Context: an optimization exercise on an open-source flow, tuned for small area, a short achievable clock period and few clock cycles per item. The choices shown serve that exercise and are no tape-out recipe.
The RTL was checked by simulation tests, not by an equivalence proof against the original design.

## flow/design.v (module list and top-level ports; edited modules follow where they fit)
// module fa: 4 lines
// module ha: 4 lines
// module reciprocal: 23 lines
// module imc: 1322 lines
module imc
  #(parameter INPUT_W = 16,
    parameter OUTPUT_W = 16)
(
    input  logic                   clk,
    input  logic                   rst_n,
    input  logic                   start,
    input  logic [INPUT_W-1:0]     aIn,
    input  logic [INPUT_W-1:0]     bIn,
    input  logic [INPUT_W-1:0]     cIn,
    input  logic [INPUT_W-1:0]     dIn,
    output logic                   ready,
    output logic [OUTPUT_W-1:0]    aOut,
    output logic [OUTPUT_W-1:0]    bOut,
    output logic [OUTPUT_W-1:0]    cOut,
    output logic [OUTPUT_W-1:0]    dOut,
    output logic                   aOut_sign,
    output logic                   bOut_sign,
    output logic                   cOut_sign,
    output logic                   dOut_sign
);
  // ...
==> flow/flow/run.sh <==
#!/bin/bash
# The standard layout (the standard.sh, all ORFS steps from synthesis
# to finish), except that buffer_ports puts a buf_2 on every input and
# output port instead of the cell it picks on its own (a slow delay cell,
# clkdlybuf4s50_1). Timing repair still resizes port buffers as it needs.
# make's output goes to flow_make.log; ORFS keeps each step's log under
# orfs/logs.
set -euo pipefail
bash standard.sh "BUFFER_PORTS_ARGS=-buffer_cell sky130_fd_sc_hd__buf_2" finish > flow_make.log 2>&1
==> flow/standard.sh <==
#!/bin/bash
# synth_recipe.tcl (not shown) runs the flow's synth.tcl, then flattens the netlist and writes it again
# the make line also repeats each setting of config.mk as NAME=value (left out here)
make -C /OpenROAD-flow-scripts/flow DESIGN_CONFIG=/design/flow/config.mk WORK_HOME=/design/flow/orfs CLKGATE_MAP_FILE= SYNTH_SCRIPT=/design/flow/synth_recipe.tcl "${@:-finish}"
==> flow/config.mk <==
export PLATFORM = sky130hd
export DESIGN_NAME = imc
export DESIGN_NICKNAME = imc
export VERILOG_FILES = /design/flow/design.v
export SDC_FILE = /design/flow/constraint.sdc
export NUM_CORES = 4
export LEC_CHECK = 0
export CAP_MARGIN = 20
export CORE_MARGIN = 2
export CORE_UTILIZATION = 60
export SETUP_SLACK_MARGIN = 3
export SLEW_MARGIN = 20
export SYNTH_HIERARCHICAL = 1
==> flow/constraint.sdc <==
create_clock -name core_clock -period 11.0 [get_ports {clk}]
set_input_delay 2.2000 -clock core_clock [delete_from_list [all_inputs] [get_ports {clk}]]
set_output_delay 2.2000 -clock core_clock [all_outputs]
set_load 0.01 [all_outputs]
==> impl_metrics.json, run 1 <==
{
  "status": "complete, no violations",
  "drt_wl_total_um": 61700,
  "synth_xor_area_share_pct": 4.00,
  "synth_area_leaders": "fa_1, nand2_1, edfxtp_1, ha_1, inv_1",
  "grt_max_degree": 69,
  "largest_reg_flops": 13,
  "wl_met2_um": 30200,
  "nClkBuffers": 9,
  "grt_pass1_vias": 18176,
  "drtIter0Drc": 1545,
  "cts_buffer_depth": 2,
  "final.setup.tns_ns": 0,
  "core_area_mm2": 0.0376,
  "fin_nets": 3158,
  "synth_top_area_share_pct": 49.0,
  "max_slew_margin_pct": 41.2,
  "cp.required_ns": 8.80,
  "place_area_mm2": 0.0236,
  "max_freq_mhz": 127,
  "path_depth": 20,
  "synth_common_cells": "nand2_1, fa_1, inv_1, clkbuf_1, ha_1",
  "tightest_slew_ns": 0.882,
  "fin_cells": 2913,
  "highest_layer": "met4",
  "synth_cell_type_count": 60,
  "min_period_over_period_pct": 71.8,
  "fin_util_pct": 64.6,
  "clock_area_share_pct": 1.39,
  "post_cts_buffers": 5,
  "finalInstanceArea_mm2": 0.0243,
  "layout.cells.most_common": "nand2_1",
  "wl_per_cell_um": 21.2
}
Testbench counts, summed over its fixed seeds: cycles 3,200, items 3,200.
==> run 2, diff against run 1 <==
--- a/flow/design.v
+++ b/flow/design.v
@@ -590,29 +590,29 @@
   fa u_t531 (.a(~(aIn[8] & dIn[12])), .b(~(aIn[9] & dIn[11])), .c(~(aIn[10] & dIn[10])), .s(t531), .co(t532));
   wire t533, t534;
   fa u_t533 (.a(~(aIn[11] & dIn[9])), .b(~(aIn[12] & dIn[8])), .c(~(aIn[13] & dIn[7])), .s(t533), .co(t534));
   wire t535, t536;
   fa u_t535 (.a(~(bIn[5] & cIn[15])), .b(~(bIn[6] & cIn[14])), .c(~(bIn[7] & cIn[13])), .s(t535), .co(t536));
   wire t537, t538;
   fa u_t537 (.a(~(bIn[8] & cIn[12])), .b(~(bIn[9] & cIn[11])), .c(~(bIn[10] & cIn[10])), .s(t537), .co(t538));
   wire t539, t540;
-  fa u_t539 (.a(~(aIn[14] & dIn[6])), .b(~(aIn[15] & dIn[5])), .c(1'b1), .s(t539), .co(t540));
+  ha u_t539 (.a(~(bIn[11] & cIn[9])), .b(~(bIn[12] & cIn[8])), .s(t539), .co(t540));
   wire t541, t542;
   fa u_t541 (.a(~(aIn[6] & dIn[15])), .b(~(aIn[7] & dIn[14])), .c(~(aIn[8] & dIn[13])), .s(t541), .co(t542));
   wire t543, t544;
   fa u_t543 (.a(~(aIn[9] & dIn[12])), .b(~(aIn[10] & dIn[11])), .c(~(aIn[11] & dIn[10])), .s(t543), .co(t544));
   wire t545, t546;
   fa u_t545 (.a(~(aIn[12] & dIn[9])), .b(~(aIn[13] & dIn[8])), .c(~(aIn[14] & dIn[7])), .s(t545), .co(t546));
   wire t547, t548;
   ha u_t547 (.a(~(bIn[6] & cIn[15])), .b(~(bIn[7] & cIn[14])), .s(t547), .co(t548));
   wire t549, t550;
   fa u_t549 (.a(~(aIn[7] & dIn[15])), .b(~(aIn[8] & dIn[14])), .c(~(aIn[9] & dIn[13])), .s(t549), .co(t550));
   wire t551, t552;
-  fa u_t551 (.a(~(aIn[10] & dIn[12])), .b(~(aIn[11] & dIn[11])), .c(1'b1), .s(t551), .co(t552));
+  ha u_t551 (.a(~(bIn[7] & cIn[15])), .b(~(bIn[8] & cIn[14])), .s(t551), .co(t552));
   wire t553, t554;
   fa u_t553 (.a(t266), .b(t473), .c(t447), .s(t553), .co(t554));
   wire t555, t556;
   fa u_t555 (.a(t445), .b(t449), .c(t475), .s(t555), .co(t556));
   wire t557, t558;
   fa u_t557 (.a(t481), .b(t477), .c(t364), .s(t557), .co(t558));
   wire t559, t560;
   fa u_t559 (.a(t483), .b(t465), .c(t444), .s(t559), .co(t560));
@@ -644,468 +644,451 @@
   fa u_t585 (.a(t472), .b(t513), .c(t515), .s(t585), .co(t586));
   wire t587, t588;
   fa u_t587 (.a(t506), .b(t521), .c(t523), .s(t587), .co(t588));
   wire t589, t590;
   fa u_t589 (.a(t517), .b(t519), .c(t508), .s(t589), .co(t590));
   wire t591, t592;
   fa u_t591 (.a(t525), .b(t527), .c(t512), .s(t591), .co(t592));
   wire t593, t594;
-  fa u_t593 (.a(~(bIn[11] & cIn[9])), .b(~(bIn[12] & cIn[8])), .c(~(bIn[13] & cIn[7])), .s(t593), .co(t594));
+  fa u_t593 (.a(~(bIn[13] & cIn[7])), .b(~(bIn[14] & cIn[6])), .c(~(bIn[15] & cIn[5])), .s(t593), .co(t594));
   wire t595, t596;
-  fa u_t595 (.a(~(bIn[14] & cIn[6])), .b(~(bIn[15] & cIn[5])), .c(t522), .s(t595), .co(t596));
+  fa u_t595 (.a(~(aIn[14] & dIn[6])), .b(~(aIn[15] & dIn[5])), .c(t514), .s(t595), .co(t596));
   wire t597, t598;
-  fa u_t597 (.a(t514), .b(t516), .c(t518), .s(t597), .co(t598));
+  fa u_t597 (.a(t516), .b(t518), .c(t520), .s(t597), .co(t598));
   wire t599, t600;
-  fa u_t599 (.a(t524), .b(t526), .c(t528), .s(t599), .co(t600));
+  fa u_t599 (.a(t539), .b(t522), .c(t524), .s(t599), .co(t600));
   wire t601, t602;
-  fa u_t601 (.a(t520), .b(t529), .c(t531), .s(t601), .co(t602));
-  wire t603 = ~t533;
-  wire t604, t605;
-  fa u_t604 (.a(t535), .b(t537), .c(t603), .s(t604), .co(t605));
-  wire t606, t607;
-  fa u_t606 (.a(~(bIn[8] & cIn[13])), .b(~(bIn[9] & cIn[12])), .c(~(bIn[10] & cIn[11])), .s(t606), .co(t607));
-  wire t608, t609;
-  fa u_t608 (.a(~(bIn[11] & cIn[10])), .b(~(bIn[12] & cIn[9])), .c(~(bIn[13] & cIn[8])), .s(t608), .co(t609));
-  wire t610, t611;
-  fa u_t610 (.a(~(bIn[14] & cIn[7])), .b(~(bIn[15] & cIn[6])), .c(t547), .s(t610), .co(t611));
-  wire t612, t613;
-  fa u_t612 (.a(~(aIn[15] & dIn[6])), .b(t530), .c(t532), .s(t612), .co(t613));
-  wire t614, t615;
-  fa u_t614 (.a(t534), .b(t540), .c(t541), .s(t614), .co(t615));
-  wire t616 = ~t543;
+  fa u_t601 (.a(t526), .b(t528), .c(t535), .s(t601), .co(t602));
+  wire t603, t604;
+  fa u_t603 (.a(t529), .b(t531), .c(t533), .s(t603), .co(t604));
+  wire t605, t606;
+  fa u_t605 (.a(~(bIn[8] & cIn[13])), .b(~(bIn[9] & cIn[12])), .c(~(bIn[10] & cIn[11])), .s(t605), .co(t606));
+  wire t607, t608;
+  fa u_t607 (.a(~(bIn[11] & cIn[10])), .b(~(bIn[12] & cIn[9])), .c(~(bIn[13] & cIn[8])), .s(t607), .co(t608));
+  wire t609, t610;
+  fa u_t609 (.a(~(bIn[14] & cIn[7])), .b(~(bIn[15] & cIn[6])), .c(t540), .s(t609), .co(t610));
+  wire t611, t612;
+  fa u_t611 (.a(~(aIn[15] & dIn[6])), .b(t530), .c(t532), .s(t611), .co(t612));
+  wire t613, t614;
+  fa u_t613 (.a(t547), .b(t536), .c(t538), .s(t613), .co(t614));
+  wire t615, t616;
+  fa u_t615 (.a(t534), .b(t541), .c(t543), .s(t615), .co(t616));
   wire t617, t618;
-  fa u_t617 (.a(t536), .b(t538), .c(t616), .s(t617), .co(t618));
+  fa u_t617 (.a(~(aIn[10] & dIn[12])), .b(~(aIn[11] & dIn[11])), .c(~(aIn[12] & dIn[10])), .s(t617), .co(t618));
   wire t619, t620;
-  fa u_t619 (.a(~(aIn[12] & dIn[10])), .b(~(aIn[13] & dIn[9])), .c(~(aIn[14] & dIn[8])), .s(t619), .co(t620));
+  fa u_t619 (.a(~(aIn[13] & dIn[9])), .b(~(aIn[14] & dIn[8])), .c(~(aIn[15] & dIn[7])), .s(t619), .co(t620));
   wire t621, t622;
-  fa u_t621 (.a(~(bIn[7] & cIn[15])), .b(~(bIn[8] & cIn[14])), .c(~(bIn[9] & cIn[13])), .s(t621), .co(t622));
+  fa u_t621 (.a(~(bIn[9] & cIn[13])), .b(~(bIn[10] & cIn[12])), .c(~(bIn[11] & cIn[11])), .s(t621), .co(t622));
   wire t623, t624;
-  fa u_t623 (.a(~(bIn[10] & cIn[12])), .b(~(bIn[11] & cIn[11])), .c(~(bIn[12] & cIn[10])), .s(t623), .co(t624));
+  fa u_t623 (.a(~(bIn[12] & cIn[10])), .b(~(bIn[13] & cIn[9])), .c(~(bIn[14] & cIn[8])), .s(t623), .co(t624));
   wire t625, t626;
-  fa u_t625 (.a(~(bIn[13] & cIn[9])), .b(~(bIn[14] & cIn[8])), .c(~(bIn[15] & cIn[7])), .s(t625), .co(t626));
+  fa u_t625 (.a(~(bIn[15] & cIn[7])), .b(t548), .c(t551), .s(t625), .co(t626));
   wire t627, t628;
-  fa u_t627 (.a(~(aIn[15] & dIn[7])), .b(t542), .c(t544), .s(t627), .co(t628));
+  fa u_t627 (.a(t542), .b(t544), .c(t546), .s(t627), .co(t628));
   wire t629, t630;
-  fa u_t629 (.a(t546), .b(t549), .c(t551), .s(t629), .co(t630));
+  fa u_t629 (.a(~(aIn[8] & dIn[15])), .b(~(aIn[9] & dIn[14])), .c(~(aIn[10] & dIn[13])), .s(t629), .co(t630));
   wire t631, t632;
-  fa u_t631 (.a(~(aIn[8] & dIn[15])), .b(~(aIn[9] & dIn[14])), .c(~(aIn[10] & dIn[13])), .s(t631), .co(t632));
+  fa u_t631 (.a(~(aIn[11] & dIn[12])), .b(~(aIn[12] & dIn[11])), .c(~(aIn[13] & dIn[10])), .s(t631), .co(t632));
   wire t633, t634;
-  fa u_t633 (.a(~(aIn[11] & dIn[12])), .b(~(aIn[12] & dIn[11])), .c(~(aIn[13] & dIn[10])), .s(t633), .co(t634));
+  fa u_t633 (.a(~(bIn[8] & cIn[15])), .b(~(bIn[9] & cIn[14])), .c(~(bIn[10] & cIn[13])), .s(t633), .co(t634));
   wire t635, t636;
-  fa u_t635 (.a(~(bIn[8] & cIn[15])), .b(~(bIn[9] & cIn[14])), .c(~(bIn[10] & cIn[13])), .s(t635), .co(t636));
+  fa u_t635 (.a(~(bIn[11] & cIn[12])), .b(~(bIn[12] & cIn[11])), .c(~(bIn[13] & cIn[10])), .s(t635), .co(t636));
   wire t637, t638;
-  fa u_t637 (.a(~(bIn[11] & cIn[12])), .b(~(bIn[12] & cIn[11])), .c(~(bIn[13] & cIn[10])), .s(t637), .co(t638));
+  fa u_t637 (.a(~(bIn[14] & cIn[9])), .b(~(bIn[15] & cIn[8])), .c(t552), .s(t637), .co(t638));
   wire t639, t640;
-  fa u_t639 (.a(~(aIn[14] & dIn[9])), .b(~(aIn[15] & dIn[8])), .c(t550), .s(t639), .co(t640));
+  fa u_t639 (.a(~(aIn[14] & dIn[9])), .b(~(aIn[15] & dIn[8])), .c(1'b1), .s(t639), .co(t640));
   wire t641, t642;
-  ha u_t641 (.a(~(bIn[14] & cIn[9])), .b(~(bIn[15] & cIn[8])), .s(t641), .co(t642));
+  fa u_t641 (.a(~(aIn[9] & dIn[15])), .b(~(aIn[10] & dIn[14])), .c(~(aIn[11] & dIn[13])), .s(t641), .co(t642));
   wire t643, t644;
-  fa u_t643 (.a(~(aIn[9] & dIn[15])), .b(~(aIn[10] & dIn[14])), .c(~(aIn[11] & dIn[13])), .s(t643), .co(t644));
+  fa u_t643 (.a(~(aIn[12] & dIn[12])), .b(~(aIn[13] & dIn[11])), .c(~(aIn[14] & dIn[10])), .s(t643), .co(t644));
   wire t645, t646;
-  fa u_t645 (.a(~(aIn[12] & dIn[12])), .b(~(aIn[13] & dIn[11])), .c(~(aIn[14] & dIn[10])), .s(t645), .co(t646));
+  fa u_t645 (.a(~(bIn[9] & cIn[15])), .b(~(bIn[10] & cIn[14])), .c(~(bIn[11] & cIn[13])), .s(t645), .co(t646));
   wire t647, t648;
-  fa u_t647 (.a(~(bIn[9] & cIn[15])), .b(~(bIn[10] & cIn[14])), .c(~(bIn[11] & cIn[13])), .s(t647), .co(t648));
+  ha u_t647 (.a(~(bIn[12] & cIn[12])), .b(~(bIn[13] & cIn[11])), .s(t647), .co(t648));
   wire t649, t650;
-  ha u_t649 (.a(~(bIn[12] & cIn[12])), .b(~(bIn[13] & cIn[11])), .s(t649), .co(t650));
+  fa u_t649 (.a(~(aIn[10] & dIn[15])), .b(~(aIn[11] & dIn[14])), .c(~(aIn[12] & dIn[13])), .s(t649), .co(t650));
   wire t651, t652;
-  fa u_t651 (.a(~(aIn[10] & dIn[15])), .b(~(aIn[11] & dIn[14])), .c(~(aIn[12] & dIn[13])), .s(t651), .co(t652));
+  ha u_t651 (.a(~(bIn[10] & cIn[15])), .b(~(bIn[11] & cIn[14])), .s(t651), .co(t652));
   wire t653, t654;
-  fa u_t653 (.a(~(aIn[13] & dIn[12])), .b(~(aIn[14] & dIn[11])), .c(1'b1), .s(t653), .co(t654));
+  fa u_t653 (.a(t154), .b(t110), .c(t479), .s(t653), .co(t654));
   wire t655, t656;
-  fa u_t655 (.a(t154), .b(t110), .c(t479), .s(t655), .co(t656));
+  fa u_t655 (.a(t320), .b(t553), .c(t557), .s(t655), .co(t656));
   wire t657, t658;
-  fa u_t657 (.a(t320), .b(t553), .c(t557), .s(t657), .co(t658));
+  fa u_t657 (.a(t482), .b(t567), .c(t478), .s(t657), .co(t658));
   wire t659, t660;
-  fa u_t659 (.a(t482), .b(t567), .c(t478), .s(t659), .co(t660));
+  fa u_t659 (.a(t493), .b(t476), .c(t480), .s(t659), .co(t660));
   wire t661, t662;
-  fa u_t661 (.a(t493), .b(t476), .c(t480), .s(t661), .co(t662));
+  fa u_t661 (.a(t559), .b(t554), .c(t563), .s(t661), .co(t662));
   wire t663, t664;
-  fa u_t663 (.a(t559), .b(t554), .c(t563), .s(t663), .co(t664));
+  fa u_t663 (.a(t496), .b(t569), .c(t571), .s(t663), .co(t664));
   wire t665, t666;
-  fa u_t665 (.a(t496), .b(t569), .c(t571), .s(t665), .co(t666));
+  fa u_t665 (.a(t494), .b(t573), .c(t562), .s(t665), .co(t666));
   wire t667, t668;
-  fa u_t667 (.a(t494), .b(t573), .c(t562), .s(t667), .co(t668));
+  fa u_t667 (.a(t568), .b(t560), .c(t564), .s(t667), .co(t668));
   wire t669, t670;
-  fa u_t669 (.a(t568), .b(t560), .c(t564), .s(t669), .co(t670));
+  fa u_t669 (.a(t566), .b(t575), .c(1'b1), .s(t669), .co(t670));
   wire t671, t672;
-  fa u_t671 (.a(t566), .b(t575), .c(1'b1), .s(t671), .co(t672));
+  fa u_t671 (.a(t510), .b(t583), .c(t574), .s(t671), .co(t672));
   wire t673, t674;
-  fa u_t673 (.a(t510), .b(t583), .c(t574), .s(t673), .co(t674));
+  fa u_t673 (.a(t581), .b(t570), .c(t572), .s(t673), .co(t674));
   wire t675, t676;
-  fa u_t675 (.a(t581), .b(t570), .c(t572), .s(t675), .co(t676));
+  fa u_t675 (.a(t585), .b(t576), .c(t580), .s(t675), .co(t676));
   wire t677, t678;
-  fa u_t677 (.a(t585), .b(t576), .c(t580), .s(t677), .co(t678));
+  fa u_t677 (.a(t587), .b(t578), .c(t591), .s(t677), .co(t678));
   wire t679, t680;
-  fa u_t679 (.a(t587), .b(t578), .c(t591), .s(t679), .co(t680));
+  fa u_t679 (.a(t593), .b(t537), .c(t582), .s(t679), .co(t680));
   wire t681, t682;
-  fa u_t681 (.a(t593), .b(t582), .c(t595), .s(t681), .co(t682));
+  fa u_t681 (.a(t584), .b(t595), .c(t597), .s(t681), .co(t682));
   wire t683, t684;
-  fa u_t683 (.a(t539), .b(t584), .c(t597), .s(t683), .co(t684));
+  fa u_t683 (.a(t599), .b(t588), .c(t601), .s(t683), .co(t684));
   wire t685, t686;
-  fa u_t685 (.a(t599), .b(t588), .c(t604), .s(t685), .co(t686));
+  fa u_t685 (.a(t586), .b(t603), .c(t590), .s(t685), .co(t686));
   wire t687, t688;
-  fa u_t687 (.a(t586), .b(t601), .c(t590), .s(t687), .co(t688));
+  fa u_t687 (.a(t594), .b(t605), .c(t607), .s(t687), .co(t688));
   wire t689, t690;
-  fa u_t689 (.a(t594), .b(t606), .c(t608), .s(t689), .co(t690));
+  fa u_t689 (.a(t545), .b(t596), .c(t598), .s(t689), .co(t690));
   wire t691, t692;
-  fa u_t691 (.a(t610), .b(t596), .c(t600), .s(t691), .co(t692));
+  fa u_t691 (.a(t609), .b(t600), .c(t613), .s(t691), .co(t692));
   wire t693, t694;
-  fa u_t693 (.a(t545), .b(t598), .c(t612), .s(t693), .co(t694));
-  wire t695 = ~t602;
-  wire t696, t697;
-  fa u_t696 (.a(t695), .b(t605), .c(t617), .s(t696), .co(t697));
-  wire t698, t699;
-  fa u_t698 (.a(t548), .b(t607), .c(t609), .s(t698), .co(t699));
-  wire t700, t701;
-  fa u_t700 (.a(t621), .b(t623), .c(t625), .s(t700), .co(t701));
-  wire t702, t703;
-  fa u_t702 (.a(t619), .b(t613), .c(t627), .s(t702), .co(t703));
-  wire t704 = ~t615;
+  fa u_t693 (.a(t611), .b(t604), .c(t615), .s(t693), .co(t694));
+  wire t695, t696;
+  fa u_t695 (.a(t606), .b(t608), .c(t621), .s(t695), .co(t696));
+  wire t697, t698;
+  fa u_t697 (.a(t617), .b(t619), .c(t549), .s(t697), .co(t698));
+  wire t699, t700;
+  fa u_t699 (.a(t623), .b(t610), .c(t625), .s(t699), .co(t700));
+  wire t701, t702;
+  fa u_t701 (.a(t612), .b(t627), .c(t616), .s(t701), .co(t702));
+  wire t703, t704;
+  fa u_t703 (.a(t618), .b(t620), .c(t550), .s(t703), .co(t704));
   wire t705, t706;
-  fa u_t705 (.a(t611), .b(t704), .c(t618), .s(t705), .co(t706));
+  fa u_t705 (.a(t622), .b(t624), .c(t633), .s(t705), .co(t706));
   wire t707, t708;
-  fa u_t707 (.a(t641), .b(t622), .c(t624), .s(t707), .co(t708));
+  fa u_t707 (.a(t629), .b(t631), .c(t639), .s(t707), .co(t708));
   wire t709, t710;
-  fa u_t709 (.a(t620), .b(t552), .c(t631), .s(t709), .co(t710));
+  fa u_t709 (.a(t635), .b(t637), .c(t626), .s(t709), .co(t710));
   wire t711, t712;
-  fa u_t711 (.a(t626), .b(t635), .c(t637), .s(t711), .co(t712));
+  fa u_t711 (.a(~(bIn[14] & cIn[10])), .b(~(bIn[15] & cIn[9])), .c(t647), .s(t711), .co(t712));
   wire t713, t714;
-  fa u_t713 (.a(t633), .b(t628), .c(t639), .s(t713), .co(t714));
+  fa u_t713 (.a(~(aIn[15] & dIn[9])), .b(t630), .c(t632), .s(t713), .co(t714));
   wire t715, t716;
-  fa u_t715 (.a(~(bIn[14] & cIn[10])), .b(~(bIn[15] & cIn[9])), .c(t642), .s(t715), .co(t716));
+  fa u_t715 (.a(t634), .b(t636), .c(t645), .s(t715), .co(t716));
   wire t717, t718;
-  fa u_t717 (.a(~(aIn[15] & dIn[9])), .b(t632), .c(t634), .s(t717), .co(t718));
+  fa u_t717 (.a(t640), .b(t641), .c(t643), .s(t717), .co(t718));
   wire t719, t720;
-  fa u_t719 (.a(t649), .b(t636), .c(t638), .s(t719), .co(t720));
+  fa u_t719 (.a(~(aIn[13] & dIn[12])), .b(~(aIn[14] & dIn[11])), .c(~(aIn[15] & dIn[10])), .s(t719), .co(t720));
   wire t721, t722;
-  fa u_t721 (.a(t643), .b(t645), .c(t640), .s(t721), .co(t722));
+  fa u_t721 (.a(~(bIn[12] & cIn[13])), .b(~(bIn[13] & cIn[12])), .c(~(bIn[14] & cIn[11])), .s(t721), .co(t722));
   wire t723, t724;
-  fa u_t723 (.a(~(bIn[10] & cIn[15])), .b(~(bIn[11] & cIn[14])), .c(~(bIn[12] & cIn[13])), .s(t723), .co(t724));
+  fa u_t723 (.a(~(bIn[15] & cIn[10])), .b(t648), .c(t651), .s(t723), .co(t724));
   wire t725, t726;
-  fa u_t725 (.a(~(bIn[13] & cIn[12])), .b(~(bIn[14] & cIn[11])), .c(~(bIn[15] & cIn[10])), .s(t725), .co(t726));
+  fa u_t725 (.a(t642), .b(t644), .c(t649), .s(t725), .co(t726));
   wire t727, t728;
-  fa u_t727 (.a(~(aIn[15] & dIn[10])), .b(t644), .c(t646), .s(t727), .co(t728));
-  wire t729 = ~t651;
-  wire t730, t731;
-  fa u_t730 (.a(t650), .b(t648), .c(t729), .s(t730), .co(t731));
-  wire t732, t733;
-  fa u_t732 (.a(~(aIn[11] & dIn[15])), .b(~(aIn[12] & dIn[14])), .c(~(aIn[13] & dIn[13])), .s(t732), .co(t733));
-  wire t734, t735;
-  fa u_t734 (.a(~(bIn[11] & cIn[15])), .b(~(bIn[12] & cIn[14])), .c(~(bIn[13] & cIn[13])), .s(t734), .co(t735));
-  wire t736, t737;
-  fa u_t736 (.a(~(aIn[14] & dIn[12])), .b(~(aIn[15] & dIn[11])), .c(t652), .s(t736), .co(t737));
-  wire t738, t739;
-  ha u_t738 (.a(~(bIn[14] & cIn[12])), .b(~(bIn[15] & cIn[11])), .s(t738), .co(t739));
-  wire t740, t741;
-  fa u_t740 (.a(~(aIn[12] & dIn[15])), .b(~(aIn[13] & dIn[14])), .c(~(aIn[14] & dIn[13])), .s(t740), .co(t741));
-  wire t742, t743;
-  ha u_t742 (.a(~(bIn[12] & cIn[15])), .b(~(bIn[13] & cIn[14])), .s(t742), .co(t743));
-  wire t744, t745;
-  fa u_t744 (.a(t555), .b(t655), .c(t156), .s(t744), .co(t745));
-  wire t746, t747;
-  ha u_t746 (.a(t366), .b(t657), .s(t746), .co(t747));
-  wire t748, t749;
-  fa u_t748 (.a(t561), .b(t565), .c(t556), .s(t748), .co(t749));
-  wire t750, t751;
-  fa u_t750 (.a(t659), .b(t558), .c(t663), .s(t750), .co(t751));
-  wire t752, t753;
-  fa u_t752 (.a(t661), .b(t656), .c(1'b1), .s(t752), .co(t753));
+  fa u_t727 (.a(~(aIn[11] & dIn[15])), .b(~(aIn[12] & dIn[14])), .c(~(aIn[13] & dIn[13])), .s(t727), .co(t728));
+  wire t729, t730;
+  fa u_t729 (.a(~(bIn[11] & cIn[15])), .b(~(bIn[12] & cIn[14])), .c(~(bIn[13] & cIn[13])), .s(t729), .co(t730));
+  wire t731, t732;
+  fa u_t731 (.a(~(bIn[14] & cIn[12])), .b(~(bIn[15] & cIn[11])), .c(t652), .s(t731), .co(t732));
+  wire t733, t734;
+  fa u_t733 (.a(~(aIn[14] & dIn[12])), .b(~(aIn[15] & dIn[11])), .c(1'b1), .s(t733), .co(t734));
+  wire t735, t736;
+  fa u_t735 (.a(~(aIn[12] & dIn[15])), .b(~(aIn[13] & dIn[14])), .c(~(aIn[14] & dIn[13])), .s(t735), .co(t736));
+  wire t737, t738;
+  ha u_t737 (.a(~(bIn[12] & cIn[15])), .b(~(bIn[13] & cIn[14])), .s(t737), .co(t738));
+  wire t739, t740;
+  fa u_t739 (.a(t555), .b(t653), .c(t156), .s(t739), .co(t740));
+  wire t741, t742;
+  ha u_t741 (.a(t366), .b(t655), .s(t741), .co(t742));
+  wire t743, t744;
+  fa u_t743 (.a(t561), .b(t565), .c(t556), .s(t743), .co(t744));
+  wire t745, t746;
+  fa u_t745 (.a(t657), .b(t558), .c(t661), .s(t745), .co(t746));
+  wire t747, t748;
+  fa u_t747 (.a(t659), .b(t654), .c(1'b1), .s(t747), .co(t748));
+  wire t749, t750;
+  fa u_t749 (.a(t577), .b(t663), .c(t658), .s(t749), .co(t750));
+  wire t751, t752;
+  fa u_t751 (.a(t579), .b(t660), .c(t665), .s(t751), .co(t752));
+  wire t753 = ~t669;
   wire t754, t755;
-  fa u_t754 (.a(t577), .b(t665), .c(t660), .s(t754), .co(t755));
+  fa u_t754 (.a(t667), .b(t662), .c(t753), .s(t754), .co(t755));
   wire t756, t757;
-  fa u_t756 (.a(t579), .b(t662), .c(t667), .s(t756), .co(t757));
-  wire t758 = ~t671;
-  wire t759, t760;
-  fa u_t759 (.a(t669), .b(t664), .c(t758), .s(t759), .co(t760));
+  fa u_t756 (.a(t589), .b(t671), .c(t666), .s(t756), .co(t757));
+  wire t758, t759;
+  fa u_t758 (.a(t664), .b(t673), .c(t668), .s(t758), .co(t759));
+  wire t760 = ~t677;
   wire t761, t762;
-  fa u_t761 (.a(t589), .b(t673), .c(t668), .s(t761), .co(t762));
+  fa u_t761 (.a(t670), .b(t675), .c(t760), .s(t761), .co(t762));
   wire t763, t764;
-  fa u_t763 (.a(t666), .b(t675), .c(t670), .s(t763), .co(t764));
-  wire t765 = ~t679;
-  wire t766, t767;
-  fa u_t766 (.a(t672), .b(t677), .c(t765), .s(t766), .co(t767));
+  fa u_t763 (.a(t592), .b(t674), .c(t679), .s(t763), .co(t764));
+  wire t765, t766;
+  fa u_t765 (.a(t672), .b(t681), .c(t676), .s(t765), .co(t766));
+  wire t767 = ~t685;
   wire t768, t769;
-  fa u_t768 (.a(t592), .b(t676), .c(t681), .s(t768), .co(t769));
+  fa u_t768 (.a(t683), .b(t678), .c(t767), .s(t768), .co(t769));
   wire t770, t771;
-  fa u_t770 (.a(t674), .b(t683), .c(t678), .s(t770), .co(t771));
-  wire t772 = ~t687;
-  wire t773, t774;
-  fa u_t773 (.a(t685), .b(t680), .c(t772), .s(t773), .co(t774));
+  fa u_t770 (.a(t602), .b(t687), .c(t680), .s(t770), .co(t771));
+  wire t772, t773;
+  fa u_t772 (.a(t682), .b(t689), .c(t693), .s(t772), .co(t773));
+  wire t774 = ~t686;
   wire t775, t776;
-  fa u_t775 (.a(t689), .b(t682), .c(t691), .s(t775), .co(t776));
+  fa u_t775 (.a(t684), .b(t691), .c(t774), .s(t775), .co(t776));
   wire t777, t778;
-  fa u_t777 (.a(t614), .b(t684), .c(t693), .s(t777), .co(t778));
-  wire t779 = ~t688;
-  wire t780, t781;
-  fa u_t780 (.a(t686), .b(t696), .c(t779), .s(t780), .co(t781));
+  fa u_t777 (.a(t614), .b(t688), .c(t695), .s(t777), .co(t778));
+  wire t779, t780;
+  fa u_t779 (.a(t697), .b(t690), .c(t694), .s(t779), .co(t780));
+  wire t781 = ~t701;
   wire t782, t783;
-  fa u_t782 (.a(t698), .b(t690), .c(t700), .s(t782), .co(t783));
+  fa u_t782 (.a(t699), .b(t692), .c(t781), .s(t782), .co(t783));
   wire t784, t785;
-  fa u_t784 (.a(t629), .b(t694), .c(t702), .s(t784), .co(t785));
+  fa u_t784 (.a(t628), .b(t703), .c(t698), .s(t784), .co(t785));
   wire t786, t787;
-  fa u_t786 (.a(t692), .b(t697), .c(t705), .s(t786), .co(t787));
-  wire t788, t789;
-  fa u_t788 (.a(t699), .b(t707), .c(t701), .s(t788), .co(t789));
-  wire t790, t791;
-  fa u_t790 (.a(t630), .b(t709), .c(t703), .s(t790), .co(t791));
-  wire t792 = ~t713;
+  fa u_t786 (.a(t696), .b(t705), .c(t700), .s(t786), .co(t787));
+  wire t788 = ~t709;
+  wire t789, t790;
+  fa u_t789 (.a(t707), .b(t788), .c(t702), .s(t789), .co(t790));
+  wire t791, t792;
+  fa u_t791 (.a(t638), .b(t711), .c(t706), .s(t791), .co(t792));
   wire t793, t794;
-  fa u_t793 (.a(t711), .b(t706), .c(t792), .s(t793), .co(t794));
-  wire t795, t796;
-  fa u_t795 (.a(t647), .b(t715), .c(t708), .s(t795), .co(t796));
-  wire t797, t798;
-  fa u_t797 (.a(t717), .b(t710), .c(t714), .s(t797), .co(t798));
-  wire t799 = ~t721;
+  fa u_t793 (.a(t704), .b(t713), .c(t708), .s(t793), .co(t794));
+  wire t795 = ~t717;
+  wire t796, t797;
+  fa u_t796 (.a(t715), .b(t795), .c(t710), .s(t796), .co(t797));
+  wire t798, t799;
+  fa u_t798 (.a(t646), .b(t721), .c(t712), .s(t798), .co(t799));
   wire t800, t801;
-  fa u_t800 (.a(t719), .b(t712), .c(t799), .s(t800), .co(t801));
-  wire t802, t803;
-  fa u_t802 (.a(t723), .b(t725), .c(t716), .s(t802), .co(t803));
-  wire t804, t805;
-  fa u_t804 (.a(t653), .b(t718), .c(t727), .s(t804), .co(t805));
-  wire t806 = ~t722;
+  fa u_t800 (.a(t719), .b(t714), .c(t718), .s(t800), .co(t801));
+  wire t802 = ~t725;
+  wire t803, t804;
+  fa u_t803 (.a(t723), .b(t716), .c(t802), .s(t803), .co(t804));
+  wire t805, t806;
+  fa u_t805 (.a(t720), .b(t650), .c(t727), .s(t805), .co(t806));
   wire t807, t808;
-  fa u_t807 (.a(t720), .b(t730), .c(t806), .s(t807), .co(t808));
-  wire t809, t810;
-  fa u_t809 (.a(t738), .b(t724), .c(t726), .s(t809), .co(t810));
-  wire t811, t812;
-  fa u_t811 (.a(t654), .b(t732), .c(t728), .s(t811), .co(t812));
-  wire t813 = ~t736;
+  fa u_t807 (.a(t722), .b(t729), .c(t731), .s(t807), .co(t808));
+  wire t809 = ~t724;
+  wire t810, t811;
+  fa u_t810 (.a(t733), .b(t809), .c(t726), .s(t810), .co(t811));
+  wire t812, t813;
+  fa u_t812 (.a(~(bIn[14] & cIn[13])), .b(~(bIn[15] & cIn[12])), .c(t737), .s(t812), .co(t813));
   wire t814, t815;
-  fa u_t814 (.a(t734), .b(t813), .c(t731), .s(t814), .co(t815));
-  wire t816, t817;
-  fa u_t816 (.a(~(bIn[14] & cIn[13])), .b(~(bIn[15] & cIn[12])), .c(t739), .s(t816), .co(t817));
-  wire t818, t819;
-  fa u_t818 (.a(~(aIn[15] & dIn[12])), .b(t733), .c(t740), .s(t818), .co(t819));
-  wire t820 = ~t737;
+  fa u_t814 (.a(~(aIn[15] & dIn[12])), .b(t728), .c(t734), .s(t814), .co(t815));
+  wire t816 = ~t735;
+  wire t817, t818;
+  fa u_t817 (.a(t730), .b(t816), .c(t732), .s(t817), .co(t818));
+  wire t819, t820;
+  fa u_t819 (.a(~(aIn[13] & dIn[15])), .b(~(aIn[14] & dIn[14])), .c(~(aIn[15] & dIn[13])), .s(t819), .co(t820));
   wire t821, t822;
-  fa u_t821 (.a(t742), .b(t735), .c(t820), .s(t821), .co(t822));
-  wire t823, t824;
-  fa u_t823 (.a(~(aIn[13] & dIn[15])), .b(~(aIn[14] & dIn[14])), .c(~(aIn[15] & dIn[13])), .s(t823), .co(t824));
-  wire t825, t826;
-  fa u_t825 (.a(~(bIn[13] & cIn[15])), .b(~(bIn[14] & cIn[14])), .c(~(bIn[15] & cIn[13])), .s(t825), .co(t826));
-  wire t827 = ~t743;
+  fa u_t821 (.a(~(bIn[13] & cIn[15])), .b(~(bIn[14] & cIn[14])), .c(~(bIn[15] & cIn[13])), .s(t821), .co(t822));
+  wire t823 = ~t738;
+  wire t824, t825;
+  fa u_t824 (.a(t823), .b(t736), .c(1'b1), .s(t824), .co(t825));
+  wire t826, t827;
+  ha u_t826 (.a(~(bIn[14] & cIn[15])), .b(~(bIn[15] & cIn[14])), .s(t826), .co(t827));
   wire t828, t829;
-  fa u_t828 (.a(t827), .b(t741), .c(1'b1), .s(t828), .co(t829));
+  fa u_t828 (.a(t182), .b(t739), .c(t210), .s(t828), .co(t829));
   wire t830, t831;
-  fa u_t830 (.a(~(aIn[14] & dIn[15])), .b(~(aIn[15] & dIn[14])), .c(1'b1), .s(t830), .co(t831));
+  fa u_t830 (.a(t743), .b(t740), .c(t747), .s(t830), .co(t831));
   wire t832, t833;
-  fa u_t832 (.a(t182), .b(t744), .c(t210), .s(t832), .co(t833));
+  ha u_t832 (.a(t656), .b(t745), .s(t832), .co(t833));
   wire t834, t835;
-  fa u_t834 (.a(t748), .b(t745), .c(t752), .s(t834), .co(t835));
+  fa u_t834 (.a(t744), .b(t748), .c(t751), .s(t834), .co(t835));
   wire t836, t837;
-  ha u_t836 (.a(t658), .b(t750), .s(t836), .co(t837));
+  fa u_t836 (.a(t749), .b(t746), .c(t754), .s(t836), .co(t837));
   wire t838, t839;
-  fa u_t838 (.a(t749), .b(t753), .c(t756), .s(t838), .co(t839));
+  fa u_t838 (.a(t750), .b(t758), .c(t755), .s(t838), .co(t839));
   wire t840, t841;
-  fa u_t840 (.a(t754), .b(t751), .c(t759), .s(t840), .co(t841));
+  fa u_t840 (.a(t752), .b(t756), .c(t761), .s(t840), .co(t841));
   wire t842, t843;
-  fa u_t842 (.a(t755), .b(t763), .c(t760), .s(t842), .co(t843));
+  fa u_t842 (.a(t763), .b(t759), .c(t768), .s(t842), .co(t843));
   wire t844, t845;
-  fa u_t844 (.a(t757), .b(t761), .c(t766), .s(t844), .co(t845));
+  fa u_t844 (.a(t757), .b(t765), .c(t762), .s(t844), .co(t845));
   wire t846, t847;
-  fa u_t846 (.a(t768), .b(t764), .c(t773), .s(t846), .co(t847));
-  wire t848, t849;
-  fa u_t848 (.a(t762), .b(t770), .c(t767), .s(t848), .co(t849));
-  wire t850, t851;
-  fa u_t850 (.a(t769), .b(t775), .c(t774), .s(t850), .co(t851));
-  wire t852 = ~t780;
-  wire t853, t854;
-  fa u_t853 (.a(t777), .b(t771), .c(t852), .s(t853), .co(t854));
-  wire t855, t856;
-  fa u_t855 (.a(t782), .b(t776), .c(t786), .s(t855), .co(t856));
-  wire t857 = ~t781;
+  fa u_t846 (.a(t764), .b(t770), .c(t769), .s(t846), .co(t847));
+  wire t848 = ~t775;
+  wire t849, t850;
+  fa u_t849 (.a(t772), .b(t766), .c(t848), .s(t849), .co(t850));
+  wire t851, t852;
+  fa u_t851 (.a(t777), .b(t771), .c(t782), .s(t851), .co(t852));
+  wire t853 = ~t776;
+  wire t854, t855;
+  fa u_t854 (.a(t779), .b(t773), .c(t853), .s(t854), .co(t855));
+  wire t856, t857;
+  fa u_t856 (.a(t784), .b(t780), .c(t789), .s(t856), .co(t857));
   wire t858, t859;
-  fa u_t858 (.a(t778), .b(t784), .c(t857), .s(t858), .co(t859));
+  fa u_t858 (.a(t778), .b(t786), .c(t783), .s(t858), .co(t859));
   wire t860, t861;
-  fa u_t860 (.a(t783), .b(t788), .c(t787), .s(t860), .co(t861));
-  wire t862 = ~t793;
-  wire t863, t864;
-  fa u_t863 (.a(t785), .b(t790), .c(t862), .s(t863), .co(t864));
-  wire t865, t866;
-  fa u_t865 (.a(t789), .b(t795), .c(t794), .s(t865), .co(t866));
-  wire t867 = ~t800;
-  wire t868, t869;
-  fa u_t868 (.a(t791), .b(t797), .c(t867), .s(t868), .co(t869));
-  wire t870, t871;
-  fa u_t870 (.a(t802), .b(t796), .c(t801), .s(t870), .co(t871));
-  wire t872 = ~t807;
+  fa u_t860 (.a(t791), .b(t787), .c(t796), .s(t860), .co(t861));
+  wire t862, t863;
+  fa u_t862 (.a(t785), .b(t793), .c(t790), .s(t862), .co(t863));
+  wire t864, t865;
+  fa u_t864 (.a(t798), .b(t792), .c(t803), .s(t864), .co(t865));
+  wire t866 = ~t797;
+  wire t867, t868;
+  fa u_t867 (.a(t794), .b(t800), .c(t866), .s(t867), .co(t868));
+  wire t869, t870;
+  fa u_t869 (.a(t805), .b(t801), .c(t810), .s(t869), .co(t870));
+  wire t871, t872;
+  fa u_t871 (.a(t799), .b(t807), .c(t804), .s(t871), .co(t872));
   wire t873, t874;
-  fa u_t873 (.a(t804), .b(t798), .c(t872), .s(t873), .co(t874));
+  fa u_t873 (.a(t812), .b(t808), .c(t817), .s(t873), .co(t874));
   wire t875, t876;
-  fa u_t875 (.a(t809), .b(t803), .c(t814), .s(t875), .co(t876));
-  wire t877 = ~t808;
-  wire t878, t879;
-  fa u_t878 (.a(t805), .b(t811), .c(t877), .s(t878), .co(t879));
-  wire t880, t881;
-  fa u_t880 (.a(t816), .b(t810), .c(t821), .s(t880), .co(t881));
-  wire t882 = ~t815;
-  wire t883, t884;
-  fa u_t883 (.a(t818), .b(t812), .c(t882), .s(t883), .co(t884));
-  wire t885, t886;
-  fa u_t885 (.a(t823), .b(t828), .c(t819), .s(t885), .co(t886));
-  wire t887, t888;
-  fa u_t887 (.a(t825), .b(t817), .c(t822), .s(t887), .co(t888));
-  wire t889, t890;
-  fa u_t889 (.a(~(bIn[14] & cIn[15])), .b(~(bIn[15] & cIn[14])), .c(t826), .s(t889), .co(t890));
+  fa u_t875 (.a(t814), .b(t806), .c(t811), .s(t875), .co(t876));
+  wire t877, t878;
+  fa u_t877 (.a(t819), .b(t815), .c(t824), .s(t877), .co(t878));
+  wire t879, t880;
+  fa u_t879 (.a(t821), .b(t813), .c(t818), .s(t879), .co(t880));
+  wire t881, t882;
+  fa u_t881 (.a(~(aIn[14] & dIn[15])), .b(~(aIn[15] & dIn[14])), .c(t820), .s(t881), .co(t882));
+  wire t883 = ~t825;
+  wire t884, t885;
+  fa u_t884 (.a(t826), .b(t822), .c(t883), .s(t884), .co(t885));
+  wire t886, t887;
+  ha u_t886 (.a(~(bIn[15] & cIn[15])), .b(t827), .s(t886), .co(t887));
+  wire t888, t889;
+  ha u_t888 (.a(t392), .b(t741), .s(t888), .co(t889));
+  wire t890 = ~t830;
   wire t891, t892;
-  fa u_t891 (.a(t824), .b(t830), .c(t829), .s(t891), .co(t892));
-  wire t893, t894;
-  fa u_t893 (.a(~(aIn[15] & dIn[15])), .b(t831), .c(1'b1), .s(t893), .co(t894));
-  wire t895, t896;
-  ha u_t895 (.a(t392), .b(t746), .s(t895), .co(t896));
-  wire t897 = ~t834;
-  wire t898, t899;
-  fa u_t898 (.a(t747), .b(t836), .c(t897), .s(t898), .co(t899));
-  wire t900 = ~t835;
-  wire t901, t902;
-  fa u_t901 (.a(t837), .b(t900), .c(t840), .s(t901), .co(t902));
-  wire t903 = ~t839;
-  wire t904, t905;
-  fa u_t904 (.a(t903), .b(t841), .c(t842), .s(t904), .co(t905));
-  wire t906 = ~t845;
-  wire t907, t908;
-  fa u_t907 (.a(t843), .b(t846), .c(t906), .s(t907), .co(t908));
-  wire t909 = ~t849;
-  wire t910, t911;
-  fa u_t910 (.a(t847), .b(t850), .c(t909), .s(t910), .co(t911));
-  wire t912 = ~t854;
-  wire t913, t914;
-  fa u_t913 (.a(t855), .b(t851), .c(t912), .s(t913), .co(t914));
-  wire t915 = ~t863;
-  wire t916, t917;
-  fa u_t916 (.a(t856), .b(t860), .c(t915), .s(t916), .co(t917));
-  wire t918 = ~t864;
-  wire t919, t920;
-  fa u_t919 (.a(t861), .b(t865), .c(t918), .s(t919), .co(t920));
-  wire t921 = ~t869;
-  wire t922, t923;
-  fa u_t922 (.a(t866), .b(t870), .c(t921), .s(t922), .co(t923));
-  wire t924 = ~t874;
-  wire t925, t926;
-  fa u_t925 (.a(t875), .b(t871), .c(t924), .s(t925), .co(t926));
-  wire t927 = ~t883;
-  wire t928, t929;
-  fa u_t928 (.a(t880), .b(t876), .c(t927), .s(t928), .co(t929));
-  wire t930 = ~t885;
-  wire t931, t932;
-  fa u_t931 (.a(t930), .b(t887), .c(t881), .s(t931), .co(t932));
-  wire t933 = ~t886;
-  wire t934, t935;
-  fa u_t934 (.a(t889), .b(t933), .c(t888), .s(t934), .co(t935));
-  wire t936 = ~t893;
-  wire t937, t938;
-  fa u_t937 (.a(~(bIn[15] & cIn[15])), .b(t890), .c(t936), .s(t937), .co(t938));
-  wire t939 = ~t832;
-  wire t940, t941;
-  fa u_t940 (.a(t420), .b(t895), .c(t939), .s(t940), .co(t941));
-  wire t942 = ~t833;
-  wire t943, t944;
-  fa u_t943 (.a(t896), .b(t942), .c(t898), .s(t943), .co(t944));
-  wire t945 = ~t838;
-  wire t946, t947;
-  fa u_t946 (.a(t945), .b(t899), .c(t901), .s(t946), .co(t947));
-  wire t948 = ~t844;
-  wire t949, t950;
-  fa u_t949 (.a(t948), .b(t902), .c(t904), .s(t949), .co(t950));
-  wire t951 = ~t848;
-  wire t952, t953;
-  fa u_t952 (.a(t951), .b(t905), .c(t907), .s(t952), .co(t953));
-  wire t954 = ~t853;
-  wire t955, t956;
-  fa u_t955 (.a(t954), .b(t908), .c(t910), .s(t955), .co(t956));
-  wire t957 = ~t858;
-  wire t958, t959;
-  fa u_t958 (.a(t957), .b(t911), .c(t913), .s(t958), .co(t959));
-  wire t960 = ~t859;
-  wire t961, t962;
-  fa u_t961 (.a(t960), .b(t916), .c(t914), .s(t961), .co(t962));
-  wire t963 = ~t868;
-  wire t964, t965;
-  fa u_t964 (.a(t963), .b(t917), .c(t919), .s(t964), .co(t965));
-  wire t966 = ~t873;
-  wire t967, t968;
-  fa u_t967 (.a(t966), .b(t920), .c(t922), .s(t967), .co(t968));
-  wire t969 = ~t878;
-  wire t970, t971;
-  fa u_t970 (.a(t969), .b(t923), .c(t925), .s(t970), .co(t971));
-  wire t972 = ~t879;
-  wire t973, t974;
-  fa u_t973 (.a(t972), .b(t928), .c(t926), .s(t973), .co(t974));
-  wire t975 = ~t884;
-  wire t976, t977;
-  fa u_t976 (.a(t975), .b(t931), .c(t929), .s(t976), .co(t977));
-  wire t978 = ~t891;
-  wire t979, t980;
-  fa u_t979 (.a(t978), .b(t932), .c(t934), .s(t979), .co(t980));
-  wire t981 = ~t892;
-  wire t982, t983;
-  fa u_t982 (.a(t981), .b(t937), .c(t935), .s(t982), .co(t983));
-  wire t984 = ~t894;
-  wire t985, t986;
-  ha u_t985 (.a(t984), .b(t938), .s(t985), .co(t986));
-  assign dx = {1'b1, t985, t980, t979, t976, t971, t968, t965, t964, t959, t956, t953, t950, t947, t944, t941, t940};
-  assign dy = {t986, t983, t982, t977, t974, t973, t970, t967, t962, t961, t958, t955, t952, t949, t946, t943, tcy_bc};
+  fa u_t891 (.a(t742), .b(t832), .c(t890), .s(t891), .co(t892));
+  wire t893 = ~t831;
+  wire t894, t895;
+  fa u_t894 (.a(t833), .b(t893), .c(t836), .s(t894), .co(t895));
+  wire t896 = ~t835;
+  wire t897, t898;
+  fa u_t897 (.a(t896), .b(t837), .c(t838), .s(t897), .co(t898));
+  wire t899 = ~t841;
+  wire t900, t901;
+  fa u_t900 (.a(t839), .b(t842), .c(t899), .s(t900), .co(t901));
+  wire t902 = ~t845;
+  wire t903, t904;
+  fa u_t903 (.a(t843), .b(t846), .c(t902), .s(t903), .co(t904));
+  wire t905 = ~t850;
+  wire t906, t907;
+  fa u_t906 (.a(t851), .b(t847), .c(t905), .s(t906), .co(t907));
+  wire t908 = ~t856;
+  wire t909, t910;
+  fa u_t909 (.a(t908), .b(t852), .c(t858), .s(t909), .co(t910));
+  wire t911 = ~t857;
+  wire t912, t913;
+  fa u_t912 (.a(t860), .b(t911), .c(t859), .s(t912), .co(t913));
+  wire t914 = ~t867;
+  wire t915, t916;
+  fa u_t915 (.a(t864), .b(t861), .c(t914), .s(t915), .co(t916));
+  wire t917 = ~t869;
+  wire t918, t919;
+  fa u_t918 (.a(t871), .b(t917), .c(t865), .s(t918), .co(t919));
+  wire t920 = ~t875;
+  wire t921, t922;
+  fa u_t921 (.a(t873), .b(t872), .c(t920), .s(t921), .co(t922));
+  wire t923 = ~t877;
+  wire t924, t925;
+  fa u_t924 (.a(t923), .b(t874), .c(t879), .s(t924), .co(t925));
+  wire t926 = ~t881;
+  wire t927, t928;
+  fa u_t927 (.a(t926), .b(t884), .c(t880), .s(t927), .co(t928));
+  wire t929 = (aIn[15] & dIn[15]);
+  wire t930, t931;
+  fa u_t930 (.a(t929), .b(t886), .c(t885), .s(t930), .co(t931));
+  wire t932 = ~t828;
+  wire t933, t934;
+  fa u_t933 (.a(t420), .b(t888), .c(t932), .s(t933), .co(t934));
+  wire t935 = ~t829;
+  wire t936, t937;
+  fa u_t936 (.a(t889), .b(t935), .c(t891), .s(t936), .co(t937));
+  wire t938 = ~t834;
+  wire t939, t940;
+  fa u_t939 (.a(t938), .b(t892), .c(t894), .s(t939), .co(t940));
+  wire t941 = ~t840;
+  wire t942, t943;
+  fa u_t942 (.a(t941), .b(t895), .c(t897), .s(t942), .co(t943));
+  wire t944 = ~t844;
+  wire t945, t946;
+  fa u_t945 (.a(t944), .b(t898), .c(t900), .s(t945), .co(t946));
+  wire t947 = ~t849;
+  wire t948, t949;
+  fa u_t948 (.a(t947), .b(t901), .c(t903), .s(t948), .co(t949));
+  wire t950 = ~t854;
+  wire t951, t952;
+  fa u_t951 (.a(t950), .b(t904), .c(t906), .s(t951), .co(t952));
+  wire t953 = ~t855;
+  wire t954, t955;
+  fa u_t954 (.a(t953), .b(t909), .c(t907), .s(t954), .co(t955));
+  wire t956 = ~t862;
+  wire t957, t958;
+  fa u_t957 (.a(t956), .b(t910), .c(t912), .s(t957), .co(t958));
+  wire t959 = ~t863;
+  wire t960, t961;
+  fa u_t960 (.a(t959), .b(t915), .c(t913), .s(t960), .co(t961));
+  wire t962 = ~t868;
+  wire t963, t964;
+  fa u_t963 (.a(t962), .b(t918), .c(t916), .s(t963), .co(t964));
+  wire t965 = ~t870;
+  wire t966, t967;
+  fa u_t966 (.a(t965), .b(t919), .c(t921), .s(t966), .co(t967));
+  wire t968 = ~t876;
+  wire t969, t970;
+  fa u_t969 (.a(t968), .b(t924), .c(t922), .s(t969), .co(t970));
+  wire t971 = ~t878;
+  wire t972, t973;
+  fa u_t972 (.a(t971), .b(t927), .c(t925), .s(t972), .co(t973));
+  wire t974 = ~t882;
+  wire t975, t976;
+  fa u_t975 (.a(t974), .b(t930), .c(t928), .s(t975), .co(t976));
+  wire t977, t978;
+  ha u_t977 (.a(t887), .b(t931), .s(t977), .co(t978));
+  assign dx = {1'b1, t977, t973, t972, t967, t966, t963, t958, t957, t952, t949, t946, t943, t940, t937, t934, t933};
+  assign dy = {t978, t976, t975, t970, t969, t964, t961, t960, t955, t954, t951, t948, t945, t942, t939, t936, tcy_bc};
   assign cp = tcy_ad;
   logic [15:0] nA, nB, nC, nD;
   assign nA = -dIn;
   assign nB = -bIn;
   assign nC = -cIn;
   assign nD = -aIn;
-  logic [16:0] dxr, dyr;
-  logic [4:0]  lo;
-  assign dxr = {1'b0, ~dx[15], ~dx[14], ~dx[13], ~dx[12], ~dx[11], ~dx[10], ~dx[9], ~dx[8], ~dx[7], ~dx[6], ~dx[5], ~dx[4], ~dx[3], ~dx[2], ~dx[1], ~dx[0]};
-  assign dyr = {~dy[16], ~dy[15], ~dy[14], ~dy[13], ~dy[12], ~dy[11], ~dy[10], ~dy[9], ~dy[8], ~dy[7], ~dy[6], ~dy[5], ~dy[4], ~dy[3], ~dy[2], ~dy[1], dy[0]};
-  assign lo  = ~({1'b0, dxr[3:0]} + {1'b0, dyr[3:0]} + {4'd0, ~cp});
+  logic [16:0] dxr, dyr, diff;
+  logic        det_sign;
+  assign dxr      = {1'b0, ~dx[15], ~dx[14], ~dx[13], ~dx[12], ~dx[11], ~dx[10], ~dx[9], ~dx[8], ~dx[7], ~dx[6], ~dx[5], ~dx[4], ~dx[3], ~dx[2], ~dx[1], ~dx[0]};
+  assign dyr      = {~dy[16], ~dy[15], ~dy[14], ~dy[13], ~dy[12], ~dy[11], ~dy[10], ~dy[9], ~dy[8], ~dy[7], ~dy[6], ~dy[5], ~dy[4], ~dy[3], ~dy[2], ~dy[1], dy[0]};
+  assign diff     = ~(dxr + dyr + {16'd0, ~cp});
+  assign det_sign = diff[16];
   logic [16:4] dvw, yvw, pw;
   logic        up0, up1;
   assign dvw = ~dxr[16:4];
   assign yvw = ~dyr[16:4];
   assign pw  = dvw ^ yvw;
   assign up0 = (pw[16:5] == (dvw[15:4] | yvw[15:4]));
   assign up1 = (~pw[16:5] == (dvw[15:4] & yvw[15:4]));
   logic        ready_r;
-  logic [16:4] dx_r, dy_r;
-  logic [4:0]  lo_r;
-  logic        up0_r, up1_r;
+  logic [4:0]  lo_r;        
+  logic        up0_r, up1_r, dsign_r;
   logic [7:0]  mA_r, mB_r, mC_r, mD_r;
   logic        sA_r, sB_r, sC_r, sD_r;
   always_ff @(posedge clk or negedge rst_n) begin
     if (!rst_n) ready_r <= 1'b0;
     else        ready_r <= 1'b1;
   end
   always_ff @(posedge clk) begin
     if (start) begin
-      dx_r <= dx[16:4];
-      dy_r <= dy[16:4];
-      lo_r <= lo;
-      up0_r <= up0;
-      up1_r <= up1;
+      lo_r    <= diff[4:0];
+      up0_r   <= up0;
+      up1_r   <= up1;
+      dsign_r <= det_sign;
       mA_r <= dIn[15] ? nA[15:8] : dIn[15:8];
       mB_r <= bIn[15] ? nB[15:8] : bIn[15:8];
       mC_r <= cIn[15] ? nC[15:8] : cIn[15:8];
       mD_r <= aIn[15] ? nD[15:8] : aIn[15:8];
       sA_r <= dIn[15];
       sB_r <= bIn != 16'd0;
       sC_r <= cIn != 16'd0;
       sD_r <= aIn[15];
     end
   end
-  logic [16:4] dr, yr, dv, yv, dhi;
-  logic        det_sign;
   logic        all0, all1;
   logic [8:0]  r, rpos, rneg;
-  assign dr       = {1'b0, ~dx_r[15], ~dx_r[14], ~dx_r[13], ~dx_r[12], ~dx_r[11], ~dx_r[10], ~dx_r[9], ~dx_r[8], ~dx_r[7], ~dx_r[6], ~dx_r[5], ~dx_r[4]};
-  assign yr       = {~dy_r[16], ~dy_r[15], ~dy_r[14], ~dy_r[13], ~dy_r[12], ~dy_r[11], ~dy_r[10], ~dy_r[9], ~dy_r[8], ~dy_r[7], ~dy_r[6], ~dy_r[5], ~dy_r[4]};
-  assign dv       = ~dr;
-  assign yv       = ~yr;
-  assign dhi      = ~(dr + yr + {12'd0, ~lo_r[4]});
-  assign det_sign = dhi[16];
-  assign all0 = up0_r & ((dv[4] ^ yv[4]) == lo_r[4]);
-  assign all1 = up1_r & ((dv[4] ^ yv[4]) != lo_r[4]);
+  assign all0 = up0_r & ~lo_r[4];
+  assign all1 = up1_r & lo_r[4];
   reciprocal u_rpos (.x(lo_r[3:0]), .y(rpos));
   reciprocal u_rneg (.x(-lo_r[3:0]), .y(rneg));
   assign r = ({9{all0}} & rpos) | ({9{all1}} & rneg);
   logic [15:0] oax, oay, obx, oby, ocx, ocy, odx, ody;
   wire oa_1, oa_2;
   fa u_oa_1 (.a(~(mA_r[0] & r[4])), .b(~(mA_r[1] & r[3])), .c(1'b1), .s(oa_1), .co(oa_2));
   wire oa_3, oa_4;
   fa u_oa_3 (.a(~(mA_r[1] & r[4])), .b(~(mA_r[2] & r[3])), .c(~(mA_r[3] & r[2])), .s(oa_3), .co(oa_4));
@@ -1340,14 +1323,14 @@
   wire od_56 = ~((mD_r[6] & r[8]) | (mD_r[7] & r[7]));
   wire od_57 = ~((mD_r[7] & r[8]));
   assign odx = {od_57, od_56, od_55, od_54, od_53, od_47, od_45, od_42, od_40, od_38, od_36, od_34, od_32, od_52, od_50, od_49};
   assign ody = {1'b0, 1'b0, 1'b0, 1'b0, od_48, od_46, od_44, od_43, od_41, od_39, od_37, od_35, od_33, od_31, od_51, 1'b0};
   assign aOut = ~({oax[15], oax[14], oax[13], oax[12], oax[11], oax[10], oax[9], oax[8], oax[7], oax[6], oax[5], oax[4], oax[3], oax[2], oax[1], oax[0]} + {1'b1, 1'b1, 1'b1, 1'b1, oay[11], oay[10], oay[9], oay[8], oay[7], oay[6], oay[5], oay[4], oay[3], oay[2], oay[1], 1'b1} + 16'd1);
   assign bOut = ~({obx[15], obx[14], obx[13], obx[12], obx[11], obx[10], obx[9], obx[8], obx[7], obx[6], obx[5], obx[4], obx[3], obx[2], obx[1], obx[0]} + {1'b1, 1'b1, 1'b1, 1'b1, oby[11], oby[10], oby[9], oby[8], oby[7], oby[6], oby[5], oby[4], oby[3], oby[2], oby[1], 1'b1} + 16'd1);
   assign cOut = ~({ocx[15], ocx[14], ocx[13], ocx[12], ocx[11], ocx[10], ocx[9], ocx[8], ocx[7], ocx[6], ocx[5], ocx[4], ocx[3], ocx[2], ocx[1], ocx[0]} + {1'b1, 1'b1, 1'b1, 1'b1, ocy[11], ocy[10], ocy[9], ocy[8], ocy[7], ocy[6], ocy[5], ocy[4], ocy[3], ocy[2], ocy[1], 1'b1} + 16'd1);
   assign dOut = ~({odx[15], odx[14], odx[13], odx[12], odx[11], odx[10], odx[9], odx[8], odx[7], odx[6], odx[5], odx[4], odx[3], odx[2], odx[1], odx[0]} + {1'b1, 1'b1, 1'b1, 1'b1, ody[11], ody[10], ody[9], ody[8], ody[7], ody[6], ody[5], ody[4], ody[3], ody[2], ody[1], 1'b1} + 16'd1);
-  assign aOut_sign = sA_r ^ det_sign;
-  assign bOut_sign = sB_r ^ det_sign;
-  assign cOut_sign = sC_r ^ det_sign;
-  assign dOut_sign = sD_r ^ det_sign;
+  assign aOut_sign = sA_r ^ dsign_r;
+  assign bOut_sign = sB_r ^ dsign_r;
+  assign cOut_sign = sC_r ^ dsign_r;
+  assign dOut_sign = sD_r ^ dsign_r;
   assign ready     = ready_r;
 endmodule
==> run 2 against run 1 <==
Utilization increased by 1.9 points; still clean; first-iteration DRC count decreased by 16%; sequential share of layout area down 2.8 points; largest cell class unchanged; final cell count decreased by 4.8%.
==> impl_metrics.json, run 2 <==
{
  "synth_cell_type_count": 65,
  "synth_xor_area_share_pct": 4.09,
  "port_buffers": 135,
  "synth_cells": 2274,
  "synth_common_cells": "nand2_1, fa_1, inv_1, clkbuf_1, ha_1",
  "fp.dieH_um": 195,
  "tightest_slew_ns": 0.975,
  "synth_top_area_share_pct": 51.4,
  "fin_crit_ns": 7.80,
  "grt_max_degree": 45,
  "synthFlopType": "edfxtp_1",
  "core_area_mm2": 0.0357,
  "synth_top_family_by_area": "adder cells",
  "finalInstanceArea_mm2": 0.0237,
  "drtIter0Drc": 1296,
  "maxCapViolations": 0,
  "wl_per_cell_um": 21.0,
  "final.setup.tns_ns": 0,
  "crit_type": "in2reg",
  "cp.required_ns": 11.06,
  "synthMuxAreaShare_pct": 0.493,
  "root_buffer": "clkbuf_16",
  "drc": 0,
  "grt_first_pass_wirelength_um": 95400,
  "worst-path-max-fanout": 18,
  "hpwl_um": 43500,
  "ys_seq_area_share_pct": 6.17,
  "cp-end-kind": "register",
  "antenna_found_initial": 1,
  "syn2layout_area_growth_pct": 8.69,
  "cts.clk_slew.worst_paths_ns": 0.07,
  "num_antenna_cells": 0,
  "rows": 69,
  "drt_wl_total_um": 58200,
  "max_slew_margin_pct": 35.0,
  "synth_fa_ha_area_share_pct": 58.8,
  "die_w_um": 195,
  "grtUsageTotal_pct": 32.0,
  "cts_buffer_depth": 2,
  "met1_length_um": 23800,
  "rsz0062_at_grt": "yes",
  "ys_seq_elements": 45,
  "synth-simple-area-share_pct": 15.9,
  "ys_async_sr_fraction_pct": 2.22,
  "synth_area_leader_cell": "fa_1",
  "synth_area_mm2": 0.0218,
  "place_area_mm2": 0.0225,
  "cts_tree": "built",
  "num_vias": 16770,
  "wl_met2_um": 28100,
  "drive_gt1_share_pct": 10.5,
  "drv_slew": 0,
  "startpoint_type": "primary input",
  "final_hold_viol_count": 0,
  "die_area_mm2": 0.0379,
  "arrival_ns": 7.86,
  "hold_path.class": "in2async",
  "clock-sinks": 45,
  "setup-violations-final": 0,
  "mostFrequentLayoutCells": "nand2_1, fa_1, inv_1, ha_1, buf_2",
  "grt_overflow": 0,
  "grt_pass1_vias": 17909,
  "drtAntennaViolNets": 0,
  "viasPerCell": 6.05,
  "fin_nets": 3066,
  "route.met3.wl_um": 4810,
  "cts_max_level": 2,
  "max_freq_mhz": 128,
  "ctsHoldBuffers": 0,
  "pin_count": 136,
  "numCtsBuffers": 5,
  "status": "complete, no violations",
  "fin_util_pct": 66.5,
  "synth-edff-count": 44,
  "gp_congestion": 0.864,
  "synth_area_leaders": "fa_1, nand2_1, ha_1, edfxtp_1, inv_1",
  "layout.cells.most_common": "nand2_1",
  "holdWs_ns": 1.66,
  "initial_utilization_pct": 61.2,
  "synth.most_common_cell": "nand2_1",
  "synth_area_per_cell_um2": 9.60,
  "min_period_over_period_pct": 70.9,
  "ys_warn_count": 8,
  "highest_layer": "met4",
  "dr.pass1.iters": 7,
  "synth-compound-area-share_pct": 8.04
}
[run 2: changes by cell type after synthesis, sizes merged, moves of 6 or more]
cell / previous run / this run
o21ai: 38 / 44
clkbuf: 147 / 138
inv: 196 / 164
a21oi: 50 / 41
nand2: 692 / 678
buf: 51 / 57
ha: 135 / 129
xnor2: 60 / 54
edfxtp: 68 / 44
nand2b: 11 / 17
[run 2: per-module statistics from Yosys (local to each module, per instance)]
module / cells / flip-flops and latches / times used
reciprocal: 30 / 0 / 2
ha: 1 / 0 / 15
fa: 1 / 0 / 548
imc: 1651 / 45 / 1
[run 2: layout make-up]
cell class / count / area (um2)
sequential: 45 / 1350
inverter: 164 / 616
clock inverter: 3 / 41.3
timing repair buffer: 169 / 1470
clock buffer: 5 / 125
fill: 2938 / 11900
tap: 461 / 577
multi-input combinational: 1925 / 19500
[run 2: through the flow]
stage               setup slack, ns  std cells
finish                         3.20       2772
global route                   2.95       2772
CTS                            2.97       2755
detailed placement             2.17       2738
global placement               2.39       2738
floorplan                      3.01       2328
[run 2: repair_timing]
item,4_1_cts,5_1_grt
endpoints found under the setup margin,39,22
gates cloned,1,1
buffers inserted,8,16
gates resized for setup,79,153
pin swaps,5,11
[run 2: worst max-delay path: stages]
cell	delay, ns
buf_4	0.27
nand2_1	0.13
fa_1	0.52
fa_1	0.52
fa_1	0.43
fa_1	0.50
fa_1	0.43
fa_1	0.56
fa_1	0.43
fa_1	0.50
inv_1	0.05
ha_1	0.31
nor2b_1	0.14
o21ai_1	0.13
nand2b_1	0.13
buf_4	0.16
buf_4	0.12
xnor2_1	0.31
[run 2: final timing paths]
path | from | to | slack [ns] | depth (start not counted)
min in group core_clock | dIn[15] | sA_r | 2.25 | 1
worst max-delay path | bIn[11] | lo_r[4] | 3.20 | 18
max in group asynchronous | rst_n | ready_r | 9.25 | 1
worst min-delay path | rst_n | ready_r | 1.66 | 1
[run 2: kinds of logic (layout without fill, tap and decap cells)]
family | after synthesis | after routing
other | 1 | 55
buffers and inverters | 359 | 341
and+or+nand+nor | 831 | 831
AOI/OAI and AO/OA | 239 | 240
muxes | 8 | 8
adders and majority gates | 689 | 689
DFF | 45 | 45
xor gates and xnor gates | 102 | 102
[run 2: per-layer routing]
metal	vias to the layer above	global-route usage [%]
met1	8668	45.4
met4	0	8.21
li1	7211	-
met3	109	4.82
met2	782	52.4
met5	-	0
Testbench counts of run 2, summed over its fixed seeds: cycles 3,200, items 3,200.

## port drivers added, routing unchanged
The flow's constraints put no driver on any port. The routed layouts listed below were extracted and timed again, unchanged, in two steps.
Step 1: set_driving_cell puts a clkbuf_16 on clk and a buf_2 on each other input, an assumption about the parent block.
Step 2 times the ports against the registers' clock, not the clock port: input delays grow and output delays shrink by t, the midpoint of the rising clock arrivals with the driver on.
a / b / c = ideal ports / drivers / drivers and shift; a / b = the first two.
run | t, ns | setup slack, ns | hold slack, ns
run 1 | 0.387 | 3.105 / 3.059 / 2.926 | 1.615 / 1.590 / 1.976
run 2 | 0.337 | 3.198 / 3.172 / 2.854 | 1.662 / 1.648 / 1.984
After both steps every run listed still meets setup and hold. The setup slack of run 2, which loses most, moves by -0.026 ns with the drivers and by -0.344 ns with both steps.
